Background: an optimization exercise with open tools, aiming at small area, a short achievable clock period and few clock cycles. Do not read the settings as production practice.
RTL that was checked went through simulation tests only; none was proved equivalent to the original.
Function not checked in runs 2 and 3: the RTL went through the layout flow alone.
Power and IR drop assume default switching activity.

==> flow/design.v <==
module D_FF (q, d, reset, clk);
	output logic q;
	input logic d, reset, clk;
	always_ff @(posedge clk)
		if (reset)
			q <= 0;  
		else
			q <= d;  
endmodule
module FF_en(q, d, en, reset, clk);
	output q;
	input d, en, reset, clk;
	wire dat;
	D_FF ff(.q, .d(dat), .reset, .clk);
	NAND_MUX_2x1 muxs(.out(dat), .select(en), .invSelect(~en), .in({d, q}));
endmodule
module NAND_MUX_2x1(out, select, invSelect, in);
	output out;
	input select, invSelect;
	input [1:0] in;
	wire one, zero;
	nand oneNand(one, select, in[1]);
	nand zeroNand(zero, invSelect, in[0]);
	nand sumNand(out, one, zero);
endmodule
module NAND_MUX_4x1(out, select, invSelect, in);
	output out;
	input [1:0] select, invSelect;
	input [3:0] in;
	wire three, two, one, zero;
	nand zeroNand(zero, in[0], invSelect[1], invSelect[0]);
	nand oneNand(one, in[1], invSelect[1], select[0]);
	nand twoNand(two, in[2], select[1], invSelect[0]);
	nand threeNand(three, in[3], select[1], select[0]);
	nand sumNand(out, three, two, one, zero);
endmodule
module adderC65 (val1, val2, Cin, valOut);
	input logic [64:0] val1, val2;
	input logic Cin;
	output logic [64:0] valOut; 
	logic [64:0] cinToCout;
	genvar i;
	generate
		for(i=0; i<64; i++) begin : eachAdder
			full_adder adder(.S(valOut[i+1]), .Cout(cinToCout[i+1]), .A(val1[i+1]), .B(val2[i+1]), .Cin(cinToCout[i]));
		end
	endgenerate
	full_adder startAdder(.S(valOut[0]), .Cout(cinToCout[0]), .A(val1[0]), .B(val2[0]), .Cin);
endmodule
module divider1(quotient, valid_out, divisor, dividend, valid_in, rst, clk);
  output [63:0] quotient;
  output valid_out;
  input [63:0] divisor, dividend;
  input valid_in, rst, clk;
  localparam int K  = 3;                     
  localparam int DW = 67 + K;                
  localparam int JW = 5;                     
  logic          busy;
  logic          first;   
  logic          vo;
  logic [63:0]   rr;      
  logic [DW-1:0] nd;      
  logic          sbn;     
  logic [63:0]   rq;      
  logic          neg;     
  logic [JW-1:0] cnt;     
  assign valid_out = vo | quick;
  div_neg u_neg(.q(rq), .neg(neg), .y(quotient));
  wire        sa = dividend[63];
  wire        sb = divisor[63];
  wire [63:0] ma = sa ? (64'd0 - dividend) : dividend;
  wire [7:0]  t;
  wire        az, bz;
  div_len u_len(.a(dividend), .b(divisor), .t(t), .az(az), .bz(bz));
  logic [7:0]   tr;          
  logic         azr, bzr;    
  wire        zq = azr | (tr[7] & (tr != 8'hff));     
  wire        quick = first & (zq | bzr);              
  function automatic logic [JW-1:0] ncyc(input logic [6:0] x);   
    ncyc = '0;
    for (int i = 0; i < 128; i++) if (x == 7'(i)) ncyc = JW'((((i + 1) % 128) + 1) / K);
  endfunction
  wire [JW-1:0] j0 = ncyc(tr[6:0]);
  logic [DW-1:0] dsh;
  always_comb begin
    dsh = nd;
    for (int k = 0; k < JW; k++) if (first & j0[k]) dsh = (dsh << (K << k)) | ~({DW{1'b1}} << (K << k));
  end
  wire [DW-1:0] ndeff = dsh ^ {DW{first & sbn}};    
  function automatic logic [64:0] addc(input logic [DW-1:0] a, input logic [DW-1:0] b, input logic cin);
    logic [DW:0] g, p, G, P;
    g = {a & b, cin};
    p = {a ^ b, 1'b0};
    G = g; P = p;
    for (int l = 0; (1 << l) < DW + 1; l++) begin
      logic [DW:0] G2, P2;
      G2 = G; P2 = P;
      for (int i = 0; i < DW + 1; i++) begin
        if ((i >> l) & 1) begin
          G2[i] = G[i] | (P[i] & G[((i >> l) << l) - 1]);
          P2[i] = P[i] & P[((i >> l) << l) - 1];
        end
      end
      G = G2; P = P2;
    end
    addc[64] = G[DW];
    for (int i = 0; i < 64; i++) addc[i] = p[i+1] ^ G[i];
  endfunction
  logic [63:0]   rnext;
  logic [K-1:0]  qb;
  always_comb begin
    logic [63:0]   r;
    logic [64:0]   t;
    r = rr;
    for (int j = 0; j < K; j++) begin
      if (j == 0) t = addc({{(DW-64){1'b0}}, r}, nd, ~sbn);
      else        t = addc({{(DW-64){1'b0}}, r}, ~(~ndeff >> j), ~sbn);
      qb[K-1-j] = t[64] & ~(j == 0 && first);
      if (qb[K-1-j]) r = t[63:0];
    end
    rnext = r;
  end
  wire last = ((first ? j0 : cnt) == '0);
  always_ff @(posedge clk) begin
    if (rst) begin
      busy  <= 1'b0;
      first <= 1'b0;
      vo    <= 1'b0;
    end else if (!busy) begin
      busy  <= valid_in;
      first <= valid_in;
      vo    <= 1'b0;
    end else begin
      busy  <= ~last & ~quick;
      first <= 1'b0;
      vo    <= last & ~quick;
    end
  end
  always_ff @(posedge clk) begin
    if (!busy) begin
      rr    <= ma;
      nd    <= ~({{(DW-64){sb}}, divisor} << (K - 1));
      tr    <= t;
      azr   <= az;
      bzr   <= bz;
      sbn   <= sb;
      rq    <= {63'd0, bz};
      neg   <= bz ? ~sa : (sa ^ sb);
    end else begin
      rr    <= rnext;
      nd    <= ~(~ndeff >> K);
      cnt   <= (first ? j0 : cnt) - 1'b1;
      rq    <= {rq[63-K:0], qb};
    end
  end
endmodule
module div_neg(input [63:0] q, input neg, output [63:0] y);
  assign y = neg ? (64'd0 - q) : q;
endmodule
module div_len(input [63:0] a, input [63:0] b, output [7:0] t, output az, output bz);
  function automatic logic [6:0] msb(input logic [63:0] x);
    logic [63:0] v; logic [5:0] p [64];
    for (int i = 0; i < 64; i++) begin v[i] = x[i]; p[i] = 6'(i); end
    for (int l = 0; l < 6; l++) begin
      for (int i = 0; i < (32 >> l); i++) begin
        p[i] = v[2*i+1] ? p[2*i+1] : p[2*i];
        v[i] = v[2*i+1] | v[2*i];
      end
    end
    msb = {v[0], p[0]};
  endfunction
  wire [6:0]  ta = msb({1'b0, a[62:0] ^ a[63:1]});
  wire [6:0]  tb = msb({1'b0, b[62:0] ^ b[63:1]});
  wire [7:0]  ia = ta[6] ? {2'b0, ta[5:0]} : 8'hff;
  wire [7:0]  nib = tb[6] ? ~{2'b0, tb[5:0]} : 8'h00;    
  wire [8:0]  tt = {ia, 1'b1} + {nib, a[63]};
  assign t  = tt[8:1];
  assign bz = ~tb[6] & ~b[63];
  assign az = ~ta[6] & ~a[63];
endmodule
module full_adder(S, Cout, A, B, Cin);
	output S, Cout;
	input A, B, Cin;
	wire AB, AC, BC;
	xor sum(S, A, B, Cin);
	nand ab(AB, A, B);
	nand ac(AC, A, Cin);
	nand bc(BC, B, Cin);
	nand abc(Cout, AB, AC, BC);
endmodule
module mux_2x1_X65(outs, select, invSelect, ins);
	output [64:0] outs;
	input select, invSelect;
	input [1:0][64:0] ins;
		NAND_MUX_2x1 m7(.out(outs[7]), .select, .invSelect, .in({ins[1][7], ins[0][7]}));
	NAND_MUX_2x1 m6(.out(outs[6]), .select, .invSelect, .in({ins[1][6], ins[0][6]}));
	NAND_MUX_2x1 m5(.out(outs[5]), .select, .invSelect, .in({ins[1][5], ins[0][5]}));
	NAND_MUX_2x1 m4(.out(outs[4]), .select, .invSelect, .in({ins[1][4], ins[0][4]}));
	NAND_MUX_2x1 m3(.out(outs[3]), .select, .invSelect, .in({ins[1][3], ins[0][3]}));
	NAND_MUX_2x1 m2(.out(outs[2]), .select, .invSelect, .in({ins[1][2], ins[0][2]}));
	NAND_MUX_2x1 m1(.out(outs[1]), .select, .invSelect, .in({ins[1][1], ins[0][1]}));
	NAND_MUX_2x1 m0(.out(outs[0]), .select, .invSelect, .in({ins[1][0], ins[0][0]}));
		NAND_MUX_2x1 m15(.out(outs[15]), .select, .invSelect, .in({ins[1][15], ins[0][15]}));
	NAND_MUX_2x1 m14(.out(outs[14]), .select, .invSelect, .in({ins[1][14], ins[0][14]}));
	NAND_MUX_2x1 m13(.out(outs[13]), .select, .invSelect, .in({ins[1][13], ins[0][13]}));
	NAND_MUX_2x1 m12(.out(outs[12]), .select, .invSelect, .in({ins[1][12], ins[0][12]}));
	NAND_MUX_2x1 m11(.out(outs[11]), .select, .invSelect, .in({ins[1][11], ins[0][11]}));
	NAND_MUX_2x1 m10(.out(outs[10]), .select, .invSelect, .in({ins[1][10], ins[0][10]}));
	NAND_MUX_2x1 m9(.out(outs[9]), .select, .invSelect, .in({ins[1][9], ins[0][9]}));
	NAND_MUX_2x1 m8(.out(outs[8]), .select, .invSelect, .in({ins[1][8], ins[0][8]}));
		NAND_MUX_2x1 m23(.out(outs[23]), .select, .invSelect, .in({ins[1][23], ins[0][23]}));
	NAND_MUX_2x1 m22(.out(outs[22]), .select, .invSelect, .in({ins[1][22], ins[0][22]}));
	NAND_MUX_2x1 m21(.out(outs[21]), .select, .invSelect, .in({ins[1][21], ins[0][21]}));
	NAND_MUX_2x1 m20(.out(outs[20]), .select, .invSelect, .in({ins[1][20], ins[0][20]}));
	NAND_MUX_2x1 m19(.out(outs[19]), .select, .invSelect, .in({ins[1][19], ins[0][19]}));
	NAND_MUX_2x1 m18(.out(outs[18]), .select, .invSelect, .in({ins[1][18], ins[0][18]}));
	NAND_MUX_2x1 m17(.out(outs[17]), .select, .invSelect, .in({ins[1][17], ins[0][17]}));
	NAND_MUX_2x1 m16(.out(outs[16]), .select, .invSelect, .in({ins[1][16], ins[0][16]}));
		NAND_MUX_2x1 m31(.out(outs[31]), .select, .invSelect, .in({ins[1][31], ins[0][31]}));
	NAND_MUX_2x1 m30(.out(outs[30]), .select, .invSelect, .in({ins[1][30], ins[0][30]}));
	NAND_MUX_2x1 m29(.out(outs[29]), .select, .invSelect, .in({ins[1][29], ins[0][29]}));
	NAND_MUX_2x1 m28(.out(outs[28]), .select, .invSelect, .in({ins[1][28], ins[0][28]}));
	NAND_MUX_2x1 m27(.out(outs[27]), .select, .invSelect, .in({ins[1][27], ins[0][27]}));
	NAND_MUX_2x1 m26(.out(outs[26]), .select, .invSelect, .in({ins[1][26], ins[0][26]}));
	NAND_MUX_2x1 m25(.out(outs[25]), .select, .invSelect, .in({ins[1][25], ins[0][25]}));
	NAND_MUX_2x1 m24(.out(outs[24]), .select, .invSelect, .in({ins[1][24], ins[0][24]}));
		NAND_MUX_2x1 m39(.out(outs[39]), .select, .invSelect, .in({ins[1][39], ins[0][39]}));
	NAND_MUX_2x1 m38(.out(outs[38]), .select, .invSelect, .in({ins[1][38], ins[0][38]}));
	NAND_MUX_2x1 m37(.out(outs[37]), .select, .invSelect, .in({ins[1][37], ins[0][37]}));
	NAND_MUX_2x1 m36(.out(outs[36]), .select, .invSelect, .in({ins[1][36], ins[0][36]}));
	NAND_MUX_2x1 m35(.out(outs[35]), .select, .invSelect, .in({ins[1][35], ins[0][35]}));
	NAND_MUX_2x1 m34(.out(outs[34]), .select, .invSelect, .in({ins[1][34], ins[0][34]}));
	NAND_MUX_2x1 m33(.out(outs[33]), .select, .invSelect, .in({ins[1][33], ins[0][33]}));
	NAND_MUX_2x1 m32(.out(outs[32]), .select, .invSelect, .in({ins[1][32], ins[0][32]}));
		NAND_MUX_2x1 m47(.out(outs[47]), .select, .invSelect, .in({ins[1][47], ins[0][47]}));
	NAND_MUX_2x1 m46(.out(outs[46]), .select, .invSelect, .in({ins[1][46], ins[0][46]}));
	NAND_MUX_2x1 m45(.out(outs[45]), .select, .invSelect, .in({ins[1][45], ins[0][45]}));
	NAND_MUX_2x1 m44(.out(outs[44]), .select, .invSelect, .in({ins[1][44], ins[0][44]}));
	NAND_MUX_2x1 m43(.out(outs[43]), .select, .invSelect, .in({ins[1][43], ins[0][43]}));
	NAND_MUX_2x1 m42(.out(outs[42]), .select, .invSelect, .in({ins[1][42], ins[0][42]}));
	NAND_MUX_2x1 m41(.out(outs[41]), .select, .invSelect, .in({ins[1][41], ins[0][41]}));
	NAND_MUX_2x1 m40(.out(outs[40]), .select, .invSelect, .in({ins[1][40], ins[0][40]}));
		NAND_MUX_2x1 m55(.out(outs[55]), .select, .invSelect, .in({ins[1][55], ins[0][55]}));
	NAND_MUX_2x1 m54(.out(outs[54]), .select, .invSelect, .in({ins[1][54], ins[0][54]}));
	NAND_MUX_2x1 m53(.out(outs[53]), .select, .invSelect, .in({ins[1][53], ins[0][53]}));
	NAND_MUX_2x1 m52(.out(outs[52]), .select, .invSelect, .in({ins[1][52], ins[0][52]}));
	NAND_MUX_2x1 m51(.out(outs[51]), .select, .invSelect, .in({ins[1][51], ins[0][51]}));
	NAND_MUX_2x1 m50(.out(outs[50]), .select, .invSelect, .in({ins[1][50], ins[0][50]}));
	NAND_MUX_2x1 m49(.out(outs[49]), .select, .invSelect, .in({ins[1][49], ins[0][49]}));
	NAND_MUX_2x1 m48(.out(outs[48]), .select, .invSelect, .in({ins[1][48], ins[0][48]}));
		NAND_MUX_2x1 m63(.out(outs[63]), .select, .invSelect, .in({ins[1][63], ins[0][63]}));
	NAND_MUX_2x1 m62(.out(outs[62]), .select, .invSelect, .in({ins[1][62], ins[0][62]}));
	NAND_MUX_2x1 m61(.out(outs[61]), .select, .invSelect, .in({ins[1][61], ins[0][61]}));
	NAND_MUX_2x1 m60(.out(outs[60]), .select, .invSelect, .in({ins[1][60], ins[0][60]}));
	NAND_MUX_2x1 m59(.out(outs[59]), .select, .invSelect, .in({ins[1][59], ins[0][59]}));
	NAND_MUX_2x1 m58(.out(outs[58]), .select, .invSelect, .in({ins[1][58], ins[0][58]}));
	NAND_MUX_2x1 m57(.out(outs[57]), .select, .invSelect, .in({ins[1][57], ins[0][57]}));
	NAND_MUX_2x1 m56(.out(outs[56]), .select, .invSelect, .in({ins[1][56], ins[0][56]}));
		NAND_MUX_2x1 m64(.out(outs[64]), .select, .invSelect, .in({ins[1][64], ins[0][64]}));
endmodule
module mux_4x1_X65(outs, select, invSelect, ins);
	output [64:0] outs;
	input [1:0] select, invSelect;
	input [3:0][64:0] ins;
		NAND_MUX_4x1 m7(.out(outs[7]), .select, .invSelect, .in({ins[3][7], ins[2][7], ins[1][7], ins[0][7]}));
	NAND_MUX_4x1 m6(.out(outs[6]), .select, .invSelect, .in({ins[3][6], ins[2][6], ins[1][6], ins[0][6]}));
	NAND_MUX_4x1 m5(.out(outs[5]), .select, .invSelect, .in({ins[3][5], ins[2][5], ins[1][5], ins[0][5]}));
	NAND_MUX_4x1 m4(.out(outs[4]), .select, .invSelect, .in({ins[3][4], ins[2][4], ins[1][4], ins[0][4]}));
	NAND_MUX_4x1 m3(.out(outs[3]), .select, .invSelect, .in({ins[3][3], ins[2][3], ins[1][3], ins[0][3]}));
	NAND_MUX_4x1 m2(.out(outs[2]), .select, .invSelect, .in({ins[3][2], ins[2][2], ins[1][2], ins[0][2]}));
	NAND_MUX_4x1 m1(.out(outs[1]), .select, .invSelect, .in({ins[3][1], ins[2][1], ins[1][1], ins[0][1]}));
	NAND_MUX_4x1 m0(.out(outs[0]), .select, .invSelect, .in({ins[3][0], ins[2][0], ins[1][0], ins[0][0]}));
		NAND_MUX_4x1 m15(.out(outs[15]), .select, .invSelect, .in({ins[3][15], ins[2][15], ins[1][7], ins[0][15]}));
	NAND_MUX_4x1 m14(.out(outs[14]), .select, .invSelect, .in({ins[3][14], ins[2][14], ins[1][7], ins[0][14]}));
	NAND_MUX_4x1 m13(.out(outs[13]), .select, .invSelect, .in({ins[3][13], ins[2][13], ins[1][7], ins[0][13]}));
	NAND_MUX_4x1 m12(.out(outs[12]), .select, .invSelect, .in({ins[3][12], ins[2][12], ins[1][7], ins[0][12]}));
	NAND_MUX_4x1 m11(.out(outs[11]), .select, .invSelect, .in({ins[3][11], ins[2][11], ins[1][7], ins[0][11]}));
	NAND_MUX_4x1 m10(.out(outs[10]), .select, .invSelect, .in({ins[3][10], ins[2][10], ins[1][7], ins[0][10]}));
	NAND_MUX_4x1 m9(.out(outs[9]), .select, .invSelect, .in({ins[3][9], ins[2][9], ins[1][7], ins[0][9]}));
	NAND_MUX_4x1 m8(.out(outs[8]), .select, .invSelect, .in({ins[3][8], ins[2][8], ins[1][7], ins[0][8]}));
		NAND_MUX_4x1 m23(.out(outs[23]), .select, .invSelect, .in({ins[3][23], ins[2][23], ins[1][23], ins[0][23]}));
	NAND_MUX_4x1 m22(.out(outs[22]), .select, .invSelect, .in({ins[3][22], ins[2][22], ins[1][22], ins[0][22]}));
	NAND_MUX_4x1 m21(.out(outs[21]), .select, .invSelect, .in({ins[3][21], ins[2][21], ins[1][21], ins[0][21]}));
	NAND_MUX_4x1 m20(.out(outs[20]), .select, .invSelect, .in({ins[3][20], ins[2][20], ins[1][20], ins[0][20]}));
	NAND_MUX_4x1 m19(.out(outs[19]), .select, .invSelect, .in({ins[3][19], ins[2][19], ins[1][19], ins[0][19]}));
	NAND_MUX_4x1 m18(.out(outs[18]), .select, .invSelect, .in({ins[3][18], ins[2][18], ins[1][18], ins[0][18]}));
	NAND_MUX_4x1 m17(.out(outs[17]), .select, .invSelect, .in({ins[3][17], ins[2][17], ins[1][17], ins[0][17]}));
	NAND_MUX_4x1 m16(.out(outs[16]), .select, .invSelect, .in({ins[3][16], ins[2][16], ins[1][16], ins[0][16]}));
		NAND_MUX_4x1 m31(.out(outs[31]), .select, .invSelect, .in({ins[3][31], ins[2][31], ins[1][31], ins[0][31]}));
	NAND_MUX_4x1 m30(.out(outs[30]), .select, .invSelect, .in({ins[3][30], ins[2][30], ins[1][30], ins[0][30]}));
	NAND_MUX_4x1 m29(.out(outs[29]), .select, .invSelect, .in({ins[3][29], ins[2][29], ins[1][29], ins[0][29]}));
	NAND_MUX_4x1 m28(.out(outs[28]), .select, .invSelect, .in({ins[3][28], ins[2][28], ins[1][28], ins[0][28]}));
	NAND_MUX_4x1 m27(.out(outs[27]), .select, .invSelect, .in({ins[3][27], ins[2][27], ins[1][27], ins[0][27]}));
	NAND_MUX_4x1 m26(.out(outs[26]), .select, .invSelect, .in({ins[3][26], ins[2][26], ins[1][26], ins[0][26]}));
	NAND_MUX_4x1 m25(.out(outs[25]), .select, .invSelect, .in({ins[3][25], ins[2][25], ins[1][25], ins[0][25]}));
	NAND_MUX_4x1 m24(.out(outs[24]), .select, .invSelect, .in({ins[3][24], ins[2][24], ins[1][24], ins[0][24]}));
		NAND_MUX_4x1 m39(.out(outs[39]), .select, .invSelect, .in({ins[3][39], ins[2][39], ins[1][39], ins[0][39]}));
	NAND_MUX_4x1 m38(.out(outs[38]), .select, .invSelect, .in({ins[3][38], ins[2][38], ins[1][38], ins[0][38]}));
	NAND_MUX_4x1 m37(.out(outs[37]), .select, .invSelect, .in({ins[3][37], ins[2][37], ins[1][37], ins[0][37]}));
	NAND_MUX_4x1 m36(.out(outs[36]), .select, .invSelect, .in({ins[3][36], ins[2][36], ins[1][36], ins[0][36]}));
	NAND_MUX_4x1 m35(.out(outs[35]), .select, .invSelect, .in({ins[3][35], ins[2][35], ins[1][35], ins[0][35]}));
	NAND_MUX_4x1 m34(.out(outs[34]), .select, .invSelect, .in({ins[3][34], ins[2][34], ins[1][34], ins[0][34]}));
	NAND_MUX_4x1 m33(.out(outs[33]), .select, .invSelect, .in({ins[3][33], ins[2][33], ins[1][33], ins[0][33]}));
	NAND_MUX_4x1 m32(.out(outs[32]), .select, .invSelect, .in({ins[3][32], ins[2][32], ins[1][32], ins[0][32]}));
		NAND_MUX_4x1 m47(.out(outs[47]), .select, .invSelect, .in({ins[3][47], ins[2][47], ins[1][47], ins[0][47]}));
	NAND_MUX_4x1 m46(.out(outs[46]), .select, .invSelect, .in({ins[3][46], ins[2][46], ins[1][46], ins[0][46]}));
	NAND_MUX_4x1 m45(.out(outs[45]), .select, .invSelect, .in({ins[3][45], ins[2][45], ins[1][45], ins[0][45]}));
	NAND_MUX_4x1 m44(.out(outs[44]), .select, .invSelect, .in({ins[3][44], ins[2][44], ins[1][44], ins[0][44]}));
	NAND_MUX_4x1 m43(.out(outs[43]), .select, .invSelect, .in({ins[3][43], ins[2][43], ins[1][43], ins[0][43]}));
	NAND_MUX_4x1 m42(.out(outs[42]), .select, .invSelect, .in({ins[3][42], ins[2][42], ins[1][42], ins[0][42]}));
	NAND_MUX_4x1 m41(.out(outs[41]), .select, .invSelect, .in({ins[3][41], ins[2][41], ins[1][41], ins[0][41]}));
	NAND_MUX_4x1 m40(.out(outs[40]), .select, .invSelect, .in({ins[3][40], ins[2][40], ins[1][40], ins[0][40]}));
		NAND_MUX_4x1 m55(.out(outs[55]), .select, .invSelect, .in({ins[3][55], ins[2][55], ins[1][55], ins[0][55]}));
	NAND_MUX_4x1 m54(.out(outs[54]), .select, .invSelect, .in({ins[3][54], ins[2][54], ins[1][54], ins[0][54]}));
	NAND_MUX_4x1 m53(.out(outs[53]), .select, .invSelect, .in({ins[3][53], ins[2][53], ins[1][53], ins[0][53]}));
	NAND_MUX_4x1 m52(.out(outs[52]), .select, .invSelect, .in({ins[3][52], ins[2][52], ins[1][52], ins[0][52]}));
	NAND_MUX_4x1 m51(.out(outs[51]), .select, .invSelect, .in({ins[3][51], ins[2][51], ins[1][51], ins[0][51]}));
	NAND_MUX_4x1 m50(.out(outs[50]), .select, .invSelect, .in({ins[3][50], ins[2][50], ins[1][50], ins[0][50]}));
	NAND_MUX_4x1 m49(.out(outs[49]), .select, .invSelect, .in({ins[3][49], ins[2][49], ins[1][49], ins[0][49]}));
	NAND_MUX_4x1 m48(.out(outs[48]), .select, .invSelect, .in({ins[3][48], ins[2][48], ins[1][48], ins[0][48]}));
		NAND_MUX_4x1 m63(.out(outs[63]), .select, .invSelect, .in({ins[3][63], ins[2][63], ins[1][63], ins[0][63]}));
	NAND_MUX_4x1 m62(.out(outs[62]), .select, .invSelect, .in({ins[3][62], ins[2][62], ins[1][62], ins[0][62]}));
	NAND_MUX_4x1 m61(.out(outs[61]), .select, .invSelect, .in({ins[3][61], ins[2][61], ins[1][61], ins[0][61]}));
	NAND_MUX_4x1 m60(.out(outs[60]), .select, .invSelect, .in({ins[3][60], ins[2][60], ins[1][60], ins[0][60]}));
	NAND_MUX_4x1 m59(.out(outs[59]), .select, .invSelect, .in({ins[3][59], ins[2][59], ins[1][59], ins[0][59]}));
	NAND_MUX_4x1 m58(.out(outs[58]), .select, .invSelect, .in({ins[3][58], ins[2][58], ins[1][58], ins[0][58]}));
	NAND_MUX_4x1 m57(.out(outs[57]), .select, .invSelect, .in({ins[3][57], ins[2][57], ins[1][57], ins[0][57]}));
	NAND_MUX_4x1 m56(.out(outs[56]), .select, .invSelect, .in({ins[3][56], ins[2][56], ins[1][56], ins[0][56]}));
		NAND_MUX_4x1 m64(.out(outs[64]), .select, .invSelect, .in({ins[3][64], ins[2][64], ins[1][64], ins[0][64]}));
endmodule
module norifier(outs, ins1, ins0);
	output [63:0] outs;
	input [63:0] ins1, ins0;
		nor oa7(outs[7], ins1[7], ins0[7]);
	nor oa6(outs[6], ins1[6], ins0[6]);
	nor oa5(outs[5], ins1[5], ins0[5]);
	nor oa4(outs[4], ins1[4], ins0[4]);
	nor oa3(outs[3], ins1[3], ins0[3]);
	nor oa2(outs[2], ins1[2], ins0[2]);
	nor oa1(outs[1], ins1[1], ins0[1]);
	nor oa0(outs[0], ins1[0], ins0[0]);
		nor oa15(outs[15], ins1[15], ins0[15]);
	nor oa14(outs[14], ins1[14], ins0[14]);
	nor oa13(outs[13], ins1[13], ins0[13]);
	nor oa12(outs[12], ins1[12], ins0[12]);
	nor oa11(outs[11], ins1[11], ins0[11]);
	nor oa10(outs[10], ins1[10], ins0[10]);
	nor oa9(outs[9], ins1[9], ins0[9]);
	nor oa8(outs[8], ins1[8], ins0[8]);
		nor oa23(outs[23], ins1[23], ins0[23]);
	nor oa22(outs[22], ins1[22], ins0[22]);
	nor oa21(outs[21], ins1[21], ins0[21]);
	nor oa20(outs[20], ins1[20], ins0[20]);
	nor oa19(outs[19], ins1[19], ins0[19]);
	nor oa18(outs[18], ins1[18], ins0[18]);
	nor oa17(outs[17], ins1[17], ins0[17]);
	nor oa16(outs[16], ins1[16], ins0[16]);
		nor oa31(outs[31], ins1[31], ins0[31]);
	nor oa30(outs[30], ins1[30], ins0[30]);
	nor oa29(outs[29], ins1[29], ins0[29]);
	nor oa28(outs[28], ins1[28], ins0[28]);
	nor oa27(outs[27], ins1[27], ins0[27]);
	nor oa26(outs[26], ins1[26], ins0[26]);
	nor oa25(outs[25], ins1[25], ins0[25]);
	nor oa24(outs[24], ins1[24], ins0[24]);
		nor oa39(outs[39], ins1[39], ins0[39]);
	nor oa38(outs[38], ins1[38], ins0[38]);
	nor oa37(outs[37], ins1[37], ins0[37]);
	nor oa36(outs[36], ins1[36], ins0[36]);
	nor oa35(outs[35], ins1[35], ins0[35]);
	nor oa34(outs[34], ins1[34], ins0[34]);
	nor oa33(outs[33], ins1[33], ins0[33]);
	nor oa32(outs[32], ins1[32], ins0[32]);
		nor oa47(outs[47], ins1[47], ins0[47]);
	nor oa46(outs[46], ins1[46], ins0[46]);
	nor oa45(outs[45], ins1[45], ins0[45]);
	nor oa44(outs[44], ins1[44], ins0[44]);
	nor oa43(outs[43], ins1[43], ins0[43]);
	nor oa42(outs[42], ins1[42], ins0[42]);
	nor oa41(outs[41], ins1[41], ins0[41]);
	nor oa40(outs[40], ins1[40], ins0[40]);
		nor oa55(outs[55], ins1[55], ins0[55]);
	nor oa54(outs[54], ins1[54], ins0[54]);
	nor oa53(outs[53], ins1[53], ins0[53]);
	nor oa52(outs[52], ins1[52], ins0[52]);
	nor oa51(outs[51], ins1[51], ins0[51]);
	nor oa50(outs[50], ins1[50], ins0[50]);
	nor oa49(outs[49], ins1[49], ins0[49]);
	nor oa48(outs[48], ins1[48], ins0[48]);
		nor oa63(outs[63], ins1[63], ins0[63]);
	nor oa62(outs[62], ins1[62], ins0[62]);
	nor oa61(outs[61], ins1[61], ins0[61]);
	nor oa60(outs[60], ins1[60], ins0[60]);
	nor oa59(outs[59], ins1[59], ins0[59]);
	nor oa58(outs[58], ins1[58], ins0[58]);
	nor oa57(outs[57], ins1[57], ins0[57]);
	nor oa56(outs[56], ins1[56], ins0[56]);
endmodule
module registerX64(outs, ins, en, rst, clk);
	output [63:0] outs;
	input [63:0] ins;
	input en, rst, clk;
		FF_en r7(.q(outs[7]), .d(ins[7]), .en, .reset(rst), .clk);
	FF_en r6(.q(outs[6]), .d(ins[6]), .en, .reset(rst), .clk);
	FF_en r5(.q(outs[5]), .d(ins[5]), .en, .reset(rst), .clk);
	FF_en r4(.q(outs[4]), .d(ins[4]), .en, .reset(rst), .clk);
	FF_en r3(.q(outs[3]), .d(ins[3]), .en, .reset(rst), .clk);
	FF_en r2(.q(outs[2]), .d(ins[2]), .en, .reset(rst), .clk);
	FF_en r1(.q(outs[1]), .d(ins[1]), .en, .reset(rst), .clk);
	FF_en r0(.q(outs[0]), .d(ins[0]), .en, .reset(rst), .clk);
		FF_en r15(.q(outs[15]), .d(ins[15]), .en, .reset(rst), .clk);
	FF_en r14(.q(outs[14]), .d(ins[14]), .en, .reset(rst), .clk);
	FF_en r13(.q(outs[13]), .d(ins[13]), .en, .reset(rst), .clk);
	FF_en r12(.q(outs[12]), .d(ins[12]), .en, .reset(rst), .clk);
	FF_en r11(.q(outs[11]), .d(ins[11]), .en, .reset(rst), .clk);
	FF_en r10(.q(outs[10]), .d(ins[10]), .en, .reset(rst), .clk);
	FF_en r9(.q(outs[9]), .d(ins[9]), .en, .reset(rst), .clk);
	FF_en r8(.q(outs[8]), .d(ins[8]), .en, .reset(rst), .clk);
		FF_en r23(.q(outs[23]), .d(ins[23]), .en, .reset(rst), .clk);
	FF_en r22(.q(outs[22]), .d(ins[22]), .en, .reset(rst), .clk);
	FF_en r21(.q(outs[21]), .d(ins[21]), .en, .reset(rst), .clk);
	FF_en r20(.q(outs[20]), .d(ins[20]), .en, .reset(rst), .clk);
	FF_en r19(.q(outs[19]), .d(ins[19]), .en, .reset(rst), .clk);
	FF_en r18(.q(outs[18]), .d(ins[18]), .en, .reset(rst), .clk);
	FF_en r17(.q(outs[17]), .d(ins[17]), .en, .reset(rst), .clk);
	FF_en r16(.q(outs[16]), .d(ins[16]), .en, .reset(rst), .clk);
		FF_en r31(.q(outs[31]), .d(ins[31]), .en, .reset(rst), .clk);
	FF_en r30(.q(outs[30]), .d(ins[30]), .en, .reset(rst), .clk);
	FF_en r29(.q(outs[29]), .d(ins[29]), .en, .reset(rst), .clk);
	FF_en r28(.q(outs[28]), .d(ins[28]), .en, .reset(rst), .clk);
	FF_en r27(.q(outs[27]), .d(ins[27]), .en, .reset(rst), .clk);
	FF_en r26(.q(outs[26]), .d(ins[26]), .en, .reset(rst), .clk);
	FF_en r25(.q(outs[25]), .d(ins[25]), .en, .reset(rst), .clk);
	FF_en r24(.q(outs[24]), .d(ins[24]), .en, .reset(rst), .clk);
		FF_en r39(.q(outs[39]), .d(ins[39]), .en, .reset(rst), .clk);
	FF_en r38(.q(outs[38]), .d(ins[38]), .en, .reset(rst), .clk);
	FF_en r37(.q(outs[37]), .d(ins[37]), .en, .reset(rst), .clk);
	FF_en r36(.q(outs[36]), .d(ins[36]), .en, .reset(rst), .clk);
	FF_en r35(.q(outs[35]), .d(ins[35]), .en, .reset(rst), .clk);
	FF_en r34(.q(outs[34]), .d(ins[34]), .en, .reset(rst), .clk);
	FF_en r33(.q(outs[33]), .d(ins[33]), .en, .reset(rst), .clk);
	FF_en r32(.q(outs[32]), .d(ins[32]), .en, .reset(rst), .clk);
		FF_en r47(.q(outs[47]), .d(ins[47]), .en, .reset(rst), .clk);
	FF_en r46(.q(outs[46]), .d(ins[46]), .en, .reset(rst), .clk);
	FF_en r45(.q(outs[45]), .d(ins[45]), .en, .reset(rst), .clk);
	FF_en r44(.q(outs[44]), .d(ins[44]), .en, .reset(rst), .clk);
	FF_en r43(.q(outs[43]), .d(ins[43]), .en, .reset(rst), .clk);
	FF_en r42(.q(outs[42]), .d(ins[42]), .en, .reset(rst), .clk);
	FF_en r41(.q(outs[41]), .d(ins[41]), .en, .reset(rst), .clk);
	FF_en r40(.q(outs[40]), .d(ins[40]), .en, .reset(rst), .clk);
		FF_en r55(.q(outs[55]), .d(ins[55]), .en, .reset(rst), .clk);
	FF_en r54(.q(outs[54]), .d(ins[54]), .en, .reset(rst), .clk);
	FF_en r53(.q(outs[53]), .d(ins[53]), .en, .reset(rst), .clk);
	FF_en r52(.q(outs[52]), .d(ins[52]), .en, .reset(rst), .clk);
	FF_en r51(.q(outs[51]), .d(ins[51]), .en, .reset(rst), .clk);
	FF_en r50(.q(outs[50]), .d(ins[50]), .en, .reset(rst), .clk);
	FF_en r49(.q(outs[49]), .d(ins[49]), .en, .reset(rst), .clk);
	FF_en r48(.q(outs[48]), .d(ins[48]), .en, .reset(rst), .clk);
		FF_en r63(.q(outs[63]), .d(ins[63]), .en, .reset(rst), .clk);
	FF_en r62(.q(outs[62]), .d(ins[62]), .en, .reset(rst), .clk);
	FF_en r61(.q(outs[61]), .d(ins[61]), .en, .reset(rst), .clk);
	FF_en r60(.q(outs[60]), .d(ins[60]), .en, .reset(rst), .clk);
	FF_en r59(.q(outs[59]), .d(ins[59]), .en, .reset(rst), .clk);
	FF_en r58(.q(outs[58]), .d(ins[58]), .en, .reset(rst), .clk);
	FF_en r57(.q(outs[57]), .d(ins[57]), .en, .reset(rst), .clk);
	FF_en r56(.q(outs[56]), .d(ins[56]), .en, .reset(rst), .clk);
endmodule
module registerX65(outs, ins, en, rst, clk);
	output [64:0] outs;
	input [64:0] ins;
	input en, rst, clk;
		FF_en r7(.q(outs[7]), .d(ins[7]), .en, .reset(rst), .clk);
	FF_en r6(.q(outs[6]), .d(ins[6]), .en, .reset(rst), .clk);
	FF_en r5(.q(outs[5]), .d(ins[5]), .en, .reset(rst), .clk);
	FF_en r4(.q(outs[4]), .d(ins[4]), .en, .reset(rst), .clk);
	FF_en r3(.q(outs[3]), .d(ins[3]), .en, .reset(rst), .clk);
	FF_en r2(.q(outs[2]), .d(ins[2]), .en, .reset(rst), .clk);
	FF_en r1(.q(outs[1]), .d(ins[1]), .en, .reset(rst), .clk);
	FF_en r0(.q(outs[0]), .d(ins[0]), .en, .reset(rst), .clk);
		FF_en r15(.q(outs[15]), .d(ins[15]), .en, .reset(rst), .clk);
	FF_en r14(.q(outs[14]), .d(ins[14]), .en, .reset(rst), .clk);
	FF_en r13(.q(outs[13]), .d(ins[13]), .en, .reset(rst), .clk);
	FF_en r12(.q(outs[12]), .d(ins[12]), .en, .reset(rst), .clk);
	FF_en r11(.q(outs[11]), .d(ins[11]), .en, .reset(rst), .clk);
	FF_en r10(.q(outs[10]), .d(ins[10]), .en, .reset(rst), .clk);
	FF_en r9(.q(outs[9]), .d(ins[9]), .en, .reset(rst), .clk);
	FF_en r8(.q(outs[8]), .d(ins[8]), .en, .reset(rst), .clk);
		FF_en r23(.q(outs[23]), .d(ins[23]), .en, .reset(rst), .clk);
	FF_en r22(.q(outs[22]), .d(ins[22]), .en, .reset(rst), .clk);
	FF_en r21(.q(outs[21]), .d(ins[21]), .en, .reset(rst), .clk);
	FF_en r20(.q(outs[20]), .d(ins[20]), .en, .reset(rst), .clk);
	FF_en r19(.q(outs[19]), .d(ins[19]), .en, .reset(rst), .clk);
	FF_en r18(.q(outs[18]), .d(ins[18]), .en, .reset(rst), .clk);
	FF_en r17(.q(outs[17]), .d(ins[17]), .en, .reset(rst), .clk);
	FF_en r16(.q(outs[16]), .d(ins[16]), .en, .reset(rst), .clk);
		FF_en r31(.q(outs[31]), .d(ins[31]), .en, .reset(rst), .clk);
	FF_en r30(.q(outs[30]), .d(ins[30]), .en, .reset(rst), .clk);
	FF_en r29(.q(outs[29]), .d(ins[29]), .en, .reset(rst), .clk);
	FF_en r28(.q(outs[28]), .d(ins[28]), .en, .reset(rst), .clk);
	FF_en r27(.q(outs[27]), .d(ins[27]), .en, .reset(rst), .clk);
	FF_en r26(.q(outs[26]), .d(ins[26]), .en, .reset(rst), .clk);
	FF_en r25(.q(outs[25]), .d(ins[25]), .en, .reset(rst), .clk);
	FF_en r24(.q(outs[24]), .d(ins[24]), .en, .reset(rst), .clk);
		FF_en r39(.q(outs[39]), .d(ins[39]), .en, .reset(rst), .clk);
	FF_en r38(.q(outs[38]), .d(ins[38]), .en, .reset(rst), .clk);
	FF_en r37(.q(outs[37]), .d(ins[37]), .en, .reset(rst), .clk);
	FF_en r36(.q(outs[36]), .d(ins[36]), .en, .reset(rst), .clk);
	FF_en r35(.q(outs[35]), .d(ins[35]), .en, .reset(rst), .clk);
	FF_en r34(.q(outs[34]), .d(ins[34]), .en, .reset(rst), .clk);
	FF_en r33(.q(outs[33]), .d(ins[33]), .en, .reset(rst), .clk);
	FF_en r32(.q(outs[32]), .d(ins[32]), .en, .reset(rst), .clk);
		FF_en r47(.q(outs[47]), .d(ins[47]), .en, .reset(rst), .clk);
	FF_en r46(.q(outs[46]), .d(ins[46]), .en, .reset(rst), .clk);
	FF_en r45(.q(outs[45]), .d(ins[45]), .en, .reset(rst), .clk);
	FF_en r44(.q(outs[44]), .d(ins[44]), .en, .reset(rst), .clk);
	FF_en r43(.q(outs[43]), .d(ins[43]), .en, .reset(rst), .clk);
	FF_en r42(.q(outs[42]), .d(ins[42]), .en, .reset(rst), .clk);
	FF_en r41(.q(outs[41]), .d(ins[41]), .en, .reset(rst), .clk);
	FF_en r40(.q(outs[40]), .d(ins[40]), .en, .reset(rst), .clk);
		FF_en r55(.q(outs[55]), .d(ins[55]), .en, .reset(rst), .clk);
	FF_en r54(.q(outs[54]), .d(ins[54]), .en, .reset(rst), .clk);
	FF_en r53(.q(outs[53]), .d(ins[53]), .en, .reset(rst), .clk);
	FF_en r52(.q(outs[52]), .d(ins[52]), .en, .reset(rst), .clk);
	FF_en r51(.q(outs[51]), .d(ins[51]), .en, .reset(rst), .clk);
	FF_en r50(.q(outs[50]), .d(ins[50]), .en, .reset(rst), .clk);
	FF_en r49(.q(outs[49]), .d(ins[49]), .en, .reset(rst), .clk);
	FF_en r48(.q(outs[48]), .d(ins[48]), .en, .reset(rst), .clk);
		FF_en r63(.q(outs[63]), .d(ins[63]), .en, .reset(rst), .clk);
	FF_en r62(.q(outs[62]), .d(ins[62]), .en, .reset(rst), .clk);
	FF_en r61(.q(outs[61]), .d(ins[61]), .en, .reset(rst), .clk);
	FF_en r60(.q(outs[60]), .d(ins[60]), .en, .reset(rst), .clk);
	FF_en r59(.q(outs[59]), .d(ins[59]), .en, .reset(rst), .clk);
	FF_en r58(.q(outs[58]), .d(ins[58]), .en, .reset(rst), .clk);
	FF_en r57(.q(outs[57]), .d(ins[57]), .en, .reset(rst), .clk);
	FF_en r56(.q(outs[56]), .d(ins[56]), .en, .reset(rst), .clk);
		FF_en r64(.q(outs[64]), .d(ins[64]), .en, .reset(rst), .clk);
endmodule
module xnorifier(outs, ins1, ins0);
	output [63:0] outs;
	input [63:0] ins1, ins0;
		xnor  xoa7(outs[7], ins1[7], ins0[7]);
	xnor xoa6(outs[6], ins1[6], ins0[6]);
	xnor xoa5(outs[5], ins1[5], ins0[5]);
	xnor xoa4(outs[4], ins1[4], ins0[4]);
	xnor xoa3(outs[3], ins1[3], ins0[3]);
	xnor xoa2(outs[2], ins1[2], ins0[2]);
	xnor xoa1(outs[1], ins1[1], ins0[1]);
	xnor xoa0(outs[0], ins1[0], ins0[0]);
		xnor xoa15(outs[15], ins1[15], ins0[15]);
	xnor xoa14(outs[14], ins1[14], ins0[14]);
	xnor xoa13(outs[13], ins1[13], ins0[13]);
	xnor xoa12(outs[12], ins1[12], ins0[12]);
	xnor xoa11(outs[11], ins1[11], ins0[11]);
	xnor xoa10(outs[10], ins1[10], ins0[10]);
	xnor xoa9(outs[9], ins1[9], ins0[9]);
	xnor xoa8(outs[8], ins1[8], ins0[8]);
		xnor xoa23(outs[23], ins1[23], ins0[23]);
	xnor xoa22(outs[22], ins1[22], ins0[22]);
	xnor xoa21(outs[21], ins1[21], ins0[21]);
	xnor xoa20(outs[20], ins1[20], ins0[20]);
	xnor xoa19(outs[19], ins1[19], ins0[19]);
	xnor xoa18(outs[18], ins1[18], ins0[18]);
	xnor xoa17(outs[17], ins1[17], ins0[17]);
	xnor xoa16(outs[16], ins1[16], ins0[16]);
		xnor xoa31(outs[31], ins1[31], ins0[31]);
	xnor xoa30(outs[30], ins1[30], ins0[30]);
	xnor xoa29(outs[29], ins1[29], ins0[29]);
	xnor xoa28(outs[28], ins1[28], ins0[28]);
	xnor xoa27(outs[27], ins1[27], ins0[27]);
	xnor xoa26(outs[26], ins1[26], ins0[26]);
	xnor xoa25(outs[25], ins1[25], ins0[25]);
	xnor xoa24(outs[24], ins1[24], ins0[24]);
		xnor xoa39(outs[39], ins1[39], ins0[39]);
	xnor xoa38(outs[38], ins1[38], ins0[38]);
	xnor xoa37(outs[37], ins1[37], ins0[37]);
	xnor xoa36(outs[36], ins1[36], ins0[36]);
	xnor xoa35(outs[35], ins1[35], ins0[35]);
	xnor xoa34(outs[34], ins1[34], ins0[34]);
	xnor xoa33(outs[33], ins1[33], ins0[33]);
	xnor xoa32(outs[32], ins1[32], ins0[32]);
		xnor xoa47(outs[47], ins1[47], ins0[47]);
	xnor xoa46(outs[46], ins1[46], ins0[46]);
	xnor xoa45(outs[45], ins1[45], ins0[45]);
	xnor xoa44(outs[44], ins1[44], ins0[44]);
	xnor xoa43(outs[43], ins1[43], ins0[43]);
	xnor xoa42(outs[42], ins1[42], ins0[42]);
	xnor xoa41(outs[41], ins1[41], ins0[41]);
	xnor xoa40(outs[40], ins1[40], ins0[40]);
		xnor xoa55(outs[55], ins1[55], ins0[55]);
	xnor xoa54(outs[54], ins1[54], ins0[54]);
	xnor xoa53(outs[53], ins1[53], ins0[53]);
	xnor xoa52(outs[52], ins1[52], ins0[52]);
	xnor xoa51(outs[51], ins1[51], ins0[51]);
	xnor xoa50(outs[50], ins1[50], ins0[50]);
	xnor xoa49(outs[49], ins1[49], ins0[49]);
	xnor xoa48(outs[48], ins1[48], ins0[48]);
		xnor xoa63(outs[63], ins1[63], ins0[63]);
	xnor xoa62(outs[62], ins1[62], ins0[62]);
	xnor xoa61(outs[61], ins1[61], ins0[61]);
	xnor xoa60(outs[60], ins1[60], ins0[60]);
	xnor xoa59(outs[59], ins1[59], ins0[59]);
	xnor xoa58(outs[58], ins1[58], ins0[58]);
	xnor xoa57(outs[57], ins1[57], ins0[57]);
	xnor xoa56(outs[56], ins1[56], ins0[56]);
endmodule
==> flow/flow/run.sh <==
#!/bin/bash
# Own flow: the standard layout (standard synthesis, floorplan, placement,
# CTS, routing); only the timing repair is asked to leave a setup margin,
# and port buffers use another buffer cell. Clock and constraints unchanged.
set -e
bash standard.sh SETUP_SLACK_MARGIN=21 "BUFFER_PORTS_ARGS=-buffer_cell sky130_fd_sc_hd__buf_1" finish > standard_finish.log 2>&1
==> flow/standard.sh <==
#!/bin/bash
# synth_recipe.tcl (not shown) runs the flow's synth.tcl, then flattens the netlist and writes it again
# the make line also repeats each setting of config.mk as NAME=value (left out here)
make -C /OpenROAD-flow-scripts/flow DESIGN_CONFIG=/design/flow/config.mk WORK_HOME=/design/flow/orfs CLKGATE_MAP_FILE= SYNTH_SCRIPT=/design/flow/synth_recipe.tcl "${@:-finish}"
==> flow/config.mk <==
export PLATFORM = sky130hd
export DESIGN_NAME = divider1
export DESIGN_NICKNAME = divider1
export VERILOG_FILES = /design/flow/design.v
export SDC_FILE = /design/flow/constraint.sdc
export NUM_CORES = 8
export LEC_CHECK = 0
export CAP_MARGIN = 20
export CORE_MARGIN = 2
export CORE_UTILIZATION = 40
export SLEW_MARGIN = 20
export SYNTH_HIERARCHICAL = 1
==> flow/constraint.sdc <==
create_clock -name core_clock -period 32.0 [get_ports {clk}]
set_input_delay 6.4000 -clock core_clock [delete_from_list [all_inputs] [get_ports {clk}]]
set_output_delay 6.4000 -clock core_clock [all_outputs]
set_load 0.01 [all_outputs]
==> reports/metrics.cfg, run 1 <==
[logic_synthesis]
synth_area_per_cell_um2 = 7.62
synth_edf_count = 17
synth_async_sr_flop_share = 0
synthFlopType = dfxtp_1
yosys_register_bits = 216
netlist-cell-type-count = 114
ys_warn_count = 10
synth_area_mm2 = 0.0274
synth_cells = 3595
syn-num-nets = 3944
ys_seq_area_frac = 0.164

[timing]
layout_min_cycle_time_ns = 10.78
setup_tns_ns = 0
slew_headroom = 0.202
rsz0062_at_grt = yes
timing.final.crit_share = 0.337
worst_slew_pin_slew_ns = 1.19
hold_viol = 0
slew_violations = 0
clock_skew_ns = 0.0308
layout_setup_ws_ns = 21.22
max_freq_ghz = 0.0928
setup_violations = 0

[clock_network]
clkSinkCount = 216
clockBufferDepth = 3
root_buffer = clkbuf_16
clk_pin_slew_ns = 0.07
cts_tree = built
holdBufCountCts = 0
cts_buffers = 28
htree_levels = 1
clk_latency_ns = 0.60

[finish]
drive_gt1_frac = 0.112
fin_area_mm2 = 0.0307
seqCellArea_mm2 = 0.00450
antenna_cells = 0
nets = 4089
multiInputGateArea_mm2 = 0.0222
fillers = 6811
syn_to_final_growth_pct = 12.2

[die]
die_h_um = 266
rows = 95
die_w_um = 266
start_util = 0.406
coreArea_mm2 = 0.0675
die-area_mm2 = 0.0706
boundaryPins = 196

[routing]
vias = 28100
dr.pass1.iters = 5
met1_length_mm = 46.1
wl_per_cell_um = 22.3
highest_layer = met5
drt-initial-drc-count = 2682
postRouteAntennaNets = 0
viasPerCell = 6.06
drc = 0
wl_mm = 103
wl_met3_mm = 8.37
dr_wl_met2_mm = 44.3

[power]
ir_drop_uv = 40.3
leakagePower_nw = 12.6
pwr_density_cell_mw_per_mm2 = 96.4
power_mw = 2.96

[setup_path]
cpMaxStageDelayCell = nor4_2
rrSetupSlack_ns = 21.44
crit_type = input pin to flip-flop
crit_family = compound AO/OA/AOI/OAI gates
cpPeakStageDelay_ns = 0.74
crit_path_start = divisor[31]
endpoint = tr[6]
path_cells = buf_1, or4_1, o22a_1, nor4_2, o2111ai_1, o21ai_1, o31ai_1, ha_1, a21o_1, a21oi_1, nand2b_1, a21boi_0, o41ai_1, xnor2_1
worstSetupStartpointType = input pin
path_depth = 14
critPathBufInv = 1
rr_endpoint = rr[54]
required_ns = 32.32
r2r_start = nd[0]
critPathCaptureType = flip-flop
r2r_cells = 45
worst-path-max-fanout = 7
worstPathArrival_ns = 11.10

[global_route]
first_global_vias = 25900
grtUsageTotal = 0.281
antenna_found_initial = 3
grt_pass1_wl_mm = 156
grt_start_max_net_pins = 152
overflow = 0

[placement]
dp_hpwl_mm = 78.0
placedInstanceArea_mm2 = 0.0288
gp_congestion = 0.996
dp_slack_ns = 18.36
port_buffers = 195

[outcome]
status = complete, no violations

[run]
drv_cap = 0

[hold_path]
hold_class = flip-flop to flip-flop

==> how the worst min path moves through the flow <==
stage          cells after the start  startpoint  slack [ns]      to
2_1_floorplan                      1       rq[1]        0.46   rq[4]
3_3_place_gp                       1       rq[1]        0.47   rq[4]
3_5_place_dp                       1      rq[29]        0.49  rq[32]
4_1_cts                            1       rq[1]        0.50   rq[4]
5_1_grt                            1      rq[32]        0.54  rq[35]
6_report                           1      rq[29]        0.50  rq[32]
==> where the power goes <==
part | internal, mW | total [mW] | switching, mW
sequential | 0.326 | 0.395 | 0.0688
combinational | 0.929 | 2.23 | 1.30
clock | 0.206 | 0.342 | 0.136
total | 1.46 | 2.96 | 1.50
==> state kept, by name (all words and copies together), names as in the netlist <==
name,cells
nd,68
rq,64
rr,64
tr,8
cnt,5
azr,1
busy,1
bzr,1
first,1
neg,1
sbn,1
vo,1
==> modules after synthesis, one instance, submodules excluded <==
module | cell area [µm²] | flip-flops and latches | copies in the design | cells inside
divider1 | 22600 | 216 | 1 | 2857
div_len | 3140 | 0 | 1 | 529
div_neg | 1660 | 0 | 1 | 209
==> metal layers <==
layer / up-vias / global-route usage
met5: - / 0
met4: 4 / 0.109
met3: 216 / 0.0400
met2: 1129 / 0.432
met1: 13200 / 0.395
li1: 13500 / -
==> layout make-up <==
class                           instances  share of cell area
Sequential cell                       216               0.146
Clock buffer                           40              0.0259
Tap cell                              873              0.0355
Clock inverter                         12             0.00623
Timing Repair Buffer                  292              0.0528
Multi-Input combinational cell       3108               0.722
Inverter                               94              0.0115
==> repair_timing <==
action | in CTS | in global routing
gates cloned | 3 | 1
hold endpoints to repair | 0 | 0
gates resized for setup | 58 | 28
setup endpoints to repair | 68 | 66
buffers inserted | 25 | 27
pin swaps | 8 | 13
==> placed cells by master, fill, tap and decap left out, types with 22 or more instances in the layout <==
cell type,netlist,routed
o31ai_1,49,46
buf_4,8,82
a211oi_1,33,30
a21oi_1,202,192
ha_1,199,199
xnor2_1,290,278
or3_1,41,41
clkbuf_16,0,29
or2_2,27,27
nand2_1,421,419
a21o_1,76,75
a31o_2,51,51
mux2i_1,134,134
nand3_1,107,107
xor2_1,68,68
inv_1,93,92
nor2_1,286,282
o21a_1,38,37
and2_1,82,82
nor2b_1,55,55
or4_1,48,48
mux2_2,73,73
o22ai_1,45,43
nand2b_1,56,56
dfxtp_1,199,196
o21ai_0,193,187
o21bai_1,22,22
and3_1,22,22
buf_1,21,194
nor3_1,57,56
a31oi_1,89,89
==> kinds of logic after synthesis <==
family / share of synthesized area
AOI/OAI and AO/OA: 0.253
xor gates and xnor gates: 0.114
adders and majority gates: 0.105
buffers and inverters: 0.0430
DFF: 0.164
muxes: 0.0817
and+or+nand+nor: 0.238
==> worst register-to-register path: cells and delay by family (launching register included) <==
kind	cells	cell delay (ns)
AOI/OAI and AO/OA	29	6.03
adders and majority gates	3	1.23
buffers and inverters	5	0.96
DFF	1	0.37
muxes	1	0.33
and+or+nand+nor	7	1.49
==> through the flow <==
stage	utilization	std cells	hold slack (ns)
3_3_place_gp	0.427	4526	0.472
3_5_place_dp	0.427	4526	0.488
2_1_floorplan	-	3595	0.458
4_1_cts	0.450	4606	0.502
6_report	0.455	4635	0.503
5_1_grt	0.455	4635	0.535
==> synthesized netlist by cell type (57+ instances only) <==
master    count  area [µm²]
a31oi_1      89         557
mux2i_1     134        1340
a21oi_1     202        1010
ha_1        199        2490
mux2_2       73         822
nand3_1     107         536
a21o_1       76         571
xor2_1       68         596
nand2_1     421        1580
and2_1       82         513
nor2_1      286        1070
clkbuf_1    115         432
dfxtp_1     199        3980
nor3_1       57         285
xnor2_1     290        2540
o21ai_0     193         966
inv_1        93         349
Testbench counts, summed over its fixed seeds: cycles 6,098.
==> run 2: changes to the inputs <==
--- a/flow/design.v
+++ b/flow/design.v
@@ -68,7 +68,8 @@
   div_neg u_neg(.q(rq), .neg(neg), .y(quotient));
   wire        sa = dividend[63];
   wire        sb = divisor[63];
-  wire [63:0] ma = sa ? (64'd0 - dividend) : dividend;
+  wire [63:0] ma;
+  div_abs u_abs(.a(dividend), .y(ma));
   wire [7:0]  t;
   wire        az, bz;
   div_len u_len(.a(dividend), .b(divisor), .t(t), .az(az), .bz(bz));
@@ -178,6 +179,9 @@
   assign bz = ~tb[6] & ~b[63];
   assign az = ~ta[6] & ~a[63];
 endmodule
+module div_abs(input [63:0] a, output [63:0] y);
+  assign y = a[63] ? (64'd0 - a) : a;
+endmodule
 module full_adder(S, Cout, A, B, Cin);
 	output S, Cout;
 	input A, B, Cin;
==> run 2 against run 1 <==
Count of clock-buffer cells in the layout did not move; clock skew rose by 0.0026 ns; first-iteration DRC count rose by 3.0%; still clean; global-route usage rose by 0.098 points; via count rose by 1.3%; combinational power fell by 4%; setup slack did not move; highest routed layer is now met4.
==> reports/metrics.cfg, run 2 <==
[placement]
placedInstanceArea_mm2 = 0.0290  ; was 0.0288 mm²
port_buffers = 195  ; unchanged
gp_congestion = 0.971  ; was 0.996
dp.cells = 4552  ; was 4526
dp_hpwl_mm = 80.8  ; was 78.0 mm

[logic_synthesis]
synth_top_cells_by_area = dfxtp_1, xnor2_1, ha_1, mux2i_1, nand2_1  ; was dfxtp_1, xnor2_1, ha_1, nand2_1, mux2i_1
synth_area_mm2 = 0.0275  ; was 0.0274 mm²
syn-num-nets = 3948  ; was 3944
netlist-cell-type-count = 121  ; was 114
ys_top_cells_by_count = nand2_1, xnor2_1, nor2_1  ; unchanged
yosysTopAreaCellShare = 0.145  ; about the same
ys_seq_area_frac = 0.163  ; was 0.164
ys_warn_count = 10  ; unchanged
synth_cells = 3598  ; was 3595
synthFlopType = dfxtp_1  ; unchanged
synth_top_area_cell = dfxtp_1  ; unchanged
synth_area_per_cell_um2 = 7.65  ; was 7.62 µm²
yosys_register_bits = 216  ; unchanged
synth_async_sr_flop_share = 0  ; unchanged
post-synth-top-count-cell = nand2_1  ; unchanged
synth_edf_count = 17  ; unchanged

[timing]
hold_viol = 0  ; unchanged
clock_skew_ns = 0.0334  ; was 0.0308 ns
slew_headroom = 0.334  ; was 0.202
max_freq_ghz = 0.0928  ; about the same
setup_violations = 0  ; unchanged
setup_tns_ns = 0  ; unchanged
worst_slew_pin_slew_ns = 0.994  ; was 1.19 ns
hold_ws_ns = 0.506  ; was 0.503 ns
slew_violations = 0  ; unchanged
rsz0062_at_grt = no  ; was yes
layout_min_cycle_time_ns = 10.78  ; unchanged
timing.final.crit_share = 0.337  ; unchanged

[die]
die-area_mm2 = 0.0709  ; was 0.0706 mm²
die_h_um = 266  ; about the same
die_w_um = 266  ; about the same
start_util = 0.403  ; was 0.406
boundaryPins = 196  ; unchanged
rows = 96  ; was 95
coreArea_mm2 = 0.0683  ; was 0.0675 mm²

[clock_network]
clk_pin_slew_ns = 0.06  ; was 0.07 ns
clockBufferDepth = 3  ; unchanged
root_buffer = clkbuf_16  ; unchanged
cts_tree = built  ; unchanged
clk_latency_ns = 0.61  ; was 0.60 ns
htree_levels = 1  ; unchanged
clkSinkCount = 216  ; unchanged
cts_buffers = 28  ; unchanged

[power]
pwr_density_cell_mw_per_mm2 = 93.2  ; was 96.4 mW/mm²
ir_drop_uv = 50.1  ; was 40.3 µV
power_mw = 2.89  ; was 2.96 mW
leakagePower_nw = 12.6  ; about the same

[finish]
largest_reg_flops = 68  ; unchanged
drive_gt1_frac = 0.0961  ; was 0.112
nets = 4105  ; was 4089
top_register = nd  ; unchanged
multiInputGateArea_mm2 = 0.0220  ; was 0.0222 mm²
layout_commonest_cell = nand2_1  ; unchanged
final_cell_mix = nand2_1, xnor2_1, nor2_1  ; was nand2_1, nor2_1, xnor2_1
largestRegisters = nd x68, rq x64, rr x64  ; unchanged
syn_to_final_growth_pct = 12.6  ; was 12.2%
fillers = 6970  ; was 6811
seqCellArea_mm2 = 0.00450  ; about the same
final_cells = 4662  ; was 4635
fin_area_mm2 = 0.0310  ; was 0.0307 mm²

[routing]
postRouteAntennaNets = 0  ; unchanged
vias = 28500  ; was 28100
drt-initial-drc-count = 2762  ; was 2682
wl_per_cell_um = 22.6  ; was 22.3 µm
drc = 0  ; unchanged
dr.pass1.iters = 7  ; was 5
viasPerCell = 6.10  ; was 6.06
wl_mm = 105  ; was 103 mm

[setup_path]
cpPeakStageDelay_ns = 0.44  ; was 0.74 ns
critPathBufInv = 7  ; was 1
cpMaxStageDelayCell = dfxtp_1  ; was nor4_2
crit_type = flip-flop to flip-flop  ; was input pin to flip-flop
critPathCaptureType = flip-flop  ; unchanged
crit_family = compound AO/OA/AOI/OAI gates  ; unchanged
worstPathArrival_ns = 11.23  ; was 11.10 ns
worstSetupStartpointType = flip-flop  ; was input pin
required_ns = 32.45  ; was 32.32 ns
worst-path-max-fanout = 42  ; was 7

[outcome]
status = complete, no violations  ; unchanged

[global_route]
grt_pass1_wl_mm = 155  ; was 156 mm
first_global_vias = 25700  ; was 25900
grt_start_max_net_pins = 76  ; was 152
grtUsageTotal = 0.282  ; was 0.281
overflow = 0  ; unchanged
antenna_found_initial = 4  ; was 3

[run]
drv_cap = 0  ; unchanged

[hold_path]
hold_class = flip-flop to flip-flop  ; unchanged

## run 2: metrics by stage
step / util / setup WS, ns
2_1_floorplan: - / 21.06
3_3_place_gp: 0.425 / 19.16
3_5_place_dp: 0.425 / 19.04
4_1_cts: 0.446 / 21.01
5_1_grt: 0.453 / 20.93
6_report: 0.453 / 21.22
## run 2: path summary, 6_finish.rpt
path | from | endpoint | slack, ns | depth (start not counted)
worst max-delay path | nd[1] | rr[48] | 21.22 | 43
worst min-delay path | rq[13] | rq[16] | 0.51 | 1
worst min register to register | rq[13] | rq[16] | 0.51 | 1
worst max register to register | nd[1] | rr[48] | 21.22 | 43
## run 2: layer usage
metal / global-route usage / vias up / part of all wire / routed length (µm)
met1: 0.394 / 13400 / 0.43 / 45800
met2: 0.433 / 1255 / 0.43 / 45100
met3: 0.0430 / 216 / 0.093 / 9840
met4: 0.109 / 0 / 0.044 / 4680
met5: 0 / - / 0 / 0
li1: - / 13600 / - / -
## run 2: power by group
part | switching [mW] | internal, mW | leakage (nW) | total [mW]
clock | 0.140 | 0.200 | 0.468 | 0.340
combinational | 1.25 | 0.898 | 10.3 | 2.15
sequential | 0.0719 | 0.325 | 1.82 | 0.396
total | 1.46 | 1.42 | 12.6 | 2.89
## run 2: cell type report
class                           count  area share
Inverter                          145      0.0176
Timing Repair Buffer              307      0.0594
Sequential cell                   216       0.145
Clock inverter                     11     0.00529
Multi-Input combinational cell   3057       0.710
Tap cell                          882      0.0356
Antenna cell                        4    0.000323
Clock buffer                       40      0.0260
## run 2: modules after synthesis (local to each module, per instance)
module	times used	flops+latches	area, µm²	cells inside
div_abs	1	0	1500	212
div_len	1	0	3120	524
div_neg	1	0	1650	206
divider1	1	216	21200	2656
## run 2: cells by family after synthesis
group	Yosys count	share of synthesized area
multiplexers	203	0.0774
adder cells (fa/ha/maj)	220	0.105
AND/OR/NAND/NOR	1259	0.237
AO/OA/AOI/OAI	1025	0.256
XOR/XNOR	350	0.111
buffers and inverters	325	0.0502
flip-flops	216	0.163
## run 2: what timing repair did
item	4_1_cts	5_1_grt
hold buffers	0	0
buffers inserted	20	28
hold endpoints to repair	0	0
gates resized for setup	56	52
gates cloned	2	5
setup endpoints to repair	65	65
pin swaps	4	14
==> run 3: changes to the inputs <==
==> flow/flow/run.sh (replaced) <==
#!/bin/bash
# Own flow: the standard layout (standard synthesis, floorplan, placement,
# CTS, routing); only the timing repair is asked to leave a setup margin,
# and port buffers use another buffer cell. Clock and constraints unchanged.
set -e
bash standard.sh SETUP_SLACK_MARGIN=21 "BUFFER_PORTS_ARGS=-buffer_cell sky130_fd_sc_hd__buf_2" finish > standard_finish.log 2>&1
==> run 3 against run 2 <==
Power up 0.90%; via count grew 0.64%; die area is the same; global-route usage increased by 0.79 points; highest routed layer is now met5; synthesized cell count stayed put; critical path depth unchanged; combinational power hardly changed; utilization increased by 0.50 points; fmax shrank 0.22%; cell area up 1.1%.
==> reports/metrics.cfg, run 3 <==
[outcome]
status = complete, no violations  ; unchanged

[timing]
worst_slew_pin_slew_ns = 1.19  ; was 0.994 ns
setup_violations = 0  ; unchanged
max_freq_ghz = 0.0926  ; was 0.0928 GHz
rsz0062_at_grt = no  ; unchanged
slew_violations = 0  ; unchanged
timing.final.crit_share = 0.338  ; was 0.337
hold_viol = 0  ; unchanged
slew_headroom = 0.199  ; was 0.334
setup_tns_ns = 0  ; unchanged
layout_min_cycle_time_ns = 10.80  ; was 10.78 ns

[global_route]
grt_pass1_wl_mm = 160  ; was 155 mm
antenna_found_initial = 6  ; was 4
overflow = 0  ; unchanged
first_global_vias = 26300  ; was 25700
grtUsageTotal = 0.290  ; was 0.282

[finish]
layout_commonest_cell = nand2_1  ; unchanged
multiInputGateArea_mm2 = 0.0220  ; about the same
seqCellArea_mm2 = 0.00450  ; about the same
nets = 4110  ; was 4105
final_core_util = 0.458  ; was 0.453
syn_to_final_growth_pct = 13.9  ; was 12.6%
largestRegisters = nd x68, rq x64, rr x64  ; unchanged
top_register = nd  ; unchanged
fillers = 6933  ; was 6970

[power]
pwr-share-clk = 0.121  ; was 0.118
leakagePower_nw = 13.3  ; was 12.6 nW
swShare = 0.507  ; about the same
pwr_density_cell_mw_per_mm2 = 93.0  ; was 93.2 mW/mm²
combPwrFrac = 0.744  ; was 0.745
power_mw = 2.91  ; was 2.89 mW
pwr-share-seq = 0.136  ; was 0.137
power_switching_mw = 1.48  ; was 1.46 mW

[logic_synthesis]
synth_top_area_cell = dfxtp_1  ; unchanged
ys_seq_area_frac = 0.163  ; unchanged
synth_cells = 3598  ; unchanged
synth_top_cells_by_area = dfxtp_1, xnor2_1, ha_1, mux2i_1, nand2_1  ; unchanged
synth_edf_count = 17  ; unchanged
ys_warn_count = 10  ; unchanged
synth_area_mm2 = 0.0275  ; unchanged
yosys_register_bits = 216  ; unchanged
synth_area_per_cell_um2 = 7.65  ; unchanged
ys_top_cells_by_count = nand2_1, xnor2_1, nor2_1  ; unchanged
synth_async_sr_flop_share = 0  ; unchanged

[setup_path]
critPathBufInv = 7  ; unchanged
worstPathArrival_ns = 11.27  ; was 11.23 ns
required_ns = 32.47  ; was 32.45 ns
cpPeakStageDelay_ns = 0.44  ; about the same
worstSetupStartpointType = flip-flop  ; unchanged
critPathCaptureType = flip-flop  ; unchanged

[clock_network]
clk_pin_slew_ns = 0.06  ; about the same
clk_latency_ns = 0.60  ; was 0.61 ns
clkSinkCount = 216  ; unchanged
cts_tree = built  ; unchanged
holdBufCountCts = 0  ; unchanged
root_buffer = clkbuf_16  ; unchanged
clockBufferDepth = 3  ; unchanged

[die]
die_h_um = 266  ; unchanged
boundaryPins = 196  ; unchanged
rows = 96  ; unchanged
coreArea_mm2 = 0.0683  ; unchanged

[routing]
postRouteAntennaNets = 0  ; unchanged
drt-initial-drc-count = 2913  ; was 2762
drc = 0  ; unchanged
vias = 28600  ; was 28500
wl_per_cell_um = 23.0  ; was 22.6 µm
dr.pass1.iters = 5  ; was 7
viasPerCell = 6.13  ; was 6.10
wl_mm = 107  ; was 105 mm

[run]
drv_cap = 0  ; unchanged

[placement]
gp_congestion = 0.973  ; was 0.971

==> run 3: cell counts after synthesis <==
No cell type changed its count.
==> run 3: path summary, 6_finish.rpt <==
path	start	end	slack, ns	cells past startpoint
setup / recovery	nd[50]	rr[12]	21.20	43
hold / removal	rq[60]	rq[63]	0.50	1
setup reg to reg	nd[50]	rr[12]	21.20	43
hold reg to reg	rq[60]	rq[63]	0.50	1
==> run 3: cell type report <==
class / count / area share
multi-input cells: 3057 / 0.702
clock buffers: 33 / 0.0240
clock inverters: 19 / 0.00799
well taps: 882 / 0.0352
repair buffers: 312 / 0.0694
inverters: 145 / 0.0175
diodes: 4 / 0.000320
flip-flops and latches: 216 / 0.144
==> run 3: cell families after synthesis <==
group,share of synthesized area
muxes,0.0774
buffers and inverters,0.0502
adders and majority gates,0.105
xor gates and xnor gates,0.111
DFF,0.163
AOI/OAI and AO/OA,0.256
and+or+nand+nor,0.237
==> run 3: power groups by stage <==
stage	registers (mW)	clock network [mW]	logic (mW)
2_1_floorplan	0.356	0	1.51
4_1_cts	0.392	0.356	2.07
5_1_grt	0.396	0.366	2.35
3_3_place_gp	0.408	0	1.99
6_report	0.395	0.352	2.17
3_5_place_dp	0.407	0	1.99
==> run 3: repair_timing <==
| item | CTS | global route |
|---|---|---|
| endpoints found under the setup margin | 65 | 65 |
| pin swaps | 9 | 14 |
| gates cloned | 5 | 4 |
| resized for setup | 68 | 28 |
| buffers inserted | 26 | 29 |
==> run 3: stage by stage <==
| step | setup WS, ns | cells | hold slack, ns | instance area [µm²] |
|---|---|---|---|---|
| finish | 21.20 | 4668 | 0.498 | 31300 |
| detailed placement | 18.52 | 4548 | 0.486 | 29200 |
| global route | 20.89 | 4665 | 0.521 | 31300 |
| CTS | 21.05 | 4631 | 0.500 | 30900 |
| floorplan | 21.06 | 3598 | 0.469 | 27500 |
| global placement | 18.81 | 4548 | 0.484 | 29200 |
==> run 3: metal layers <==
metal	share of wire	track usage
met1	0.43	0.400
met2	0.43	0.450
met3	0.092	0.0500
met4	0.041	0.108
met5	0.00022	0
==> run 3: worst reg2reg max path: cells and delay by family, from the launching register on <==
family | cells | cell delay (ns)
simple gates | 5 | 1.32
mux | 2 | 0.48
compound gates | 26 | 6.24
flops | 1 | 0.37
buf+inv | 7 | 1.21
fa+ha+maj | 3 | 1.09
==> run 3: modules after synthesis, one instance, submodules excluded <==
module    flip-flops and latches  cells inside  times used  area [µm²]
div_len                        0           524           1        3120
divider1                     216          2656           1       21200
div_abs                        0           212           1        1500
div_neg                        0           206           1        1650

static timing again, ports no longer ideal:
Ports are ideal in the flow. The routed layouts listed here were re-timed in OpenROAD. Step 1: set_driving_cell puts a clkbuf_16 on clk and a buf_2 on each other input, an assumption about the parent block. Step 2 times the ports against the registers' clock, not the clock port: input delays grow and output delays shrink by t, the midpoint of the rising clock arrivals with the driver on. Three values: no drivers, after step 1, after step 2; two values: the first two.
| run | t, ns | setup WS [ns] |
|---|---|---|
| run 1 | 0.651 | 21.220 / 21.209 / 20.557 |
| run 2 | 0.654 | 21.220 / 21.220 / 20.835 |
| run 3 | 0.652 | 21.196 / 21.196 / 21.055 |
After both steps every run listed still meets setup and hold.
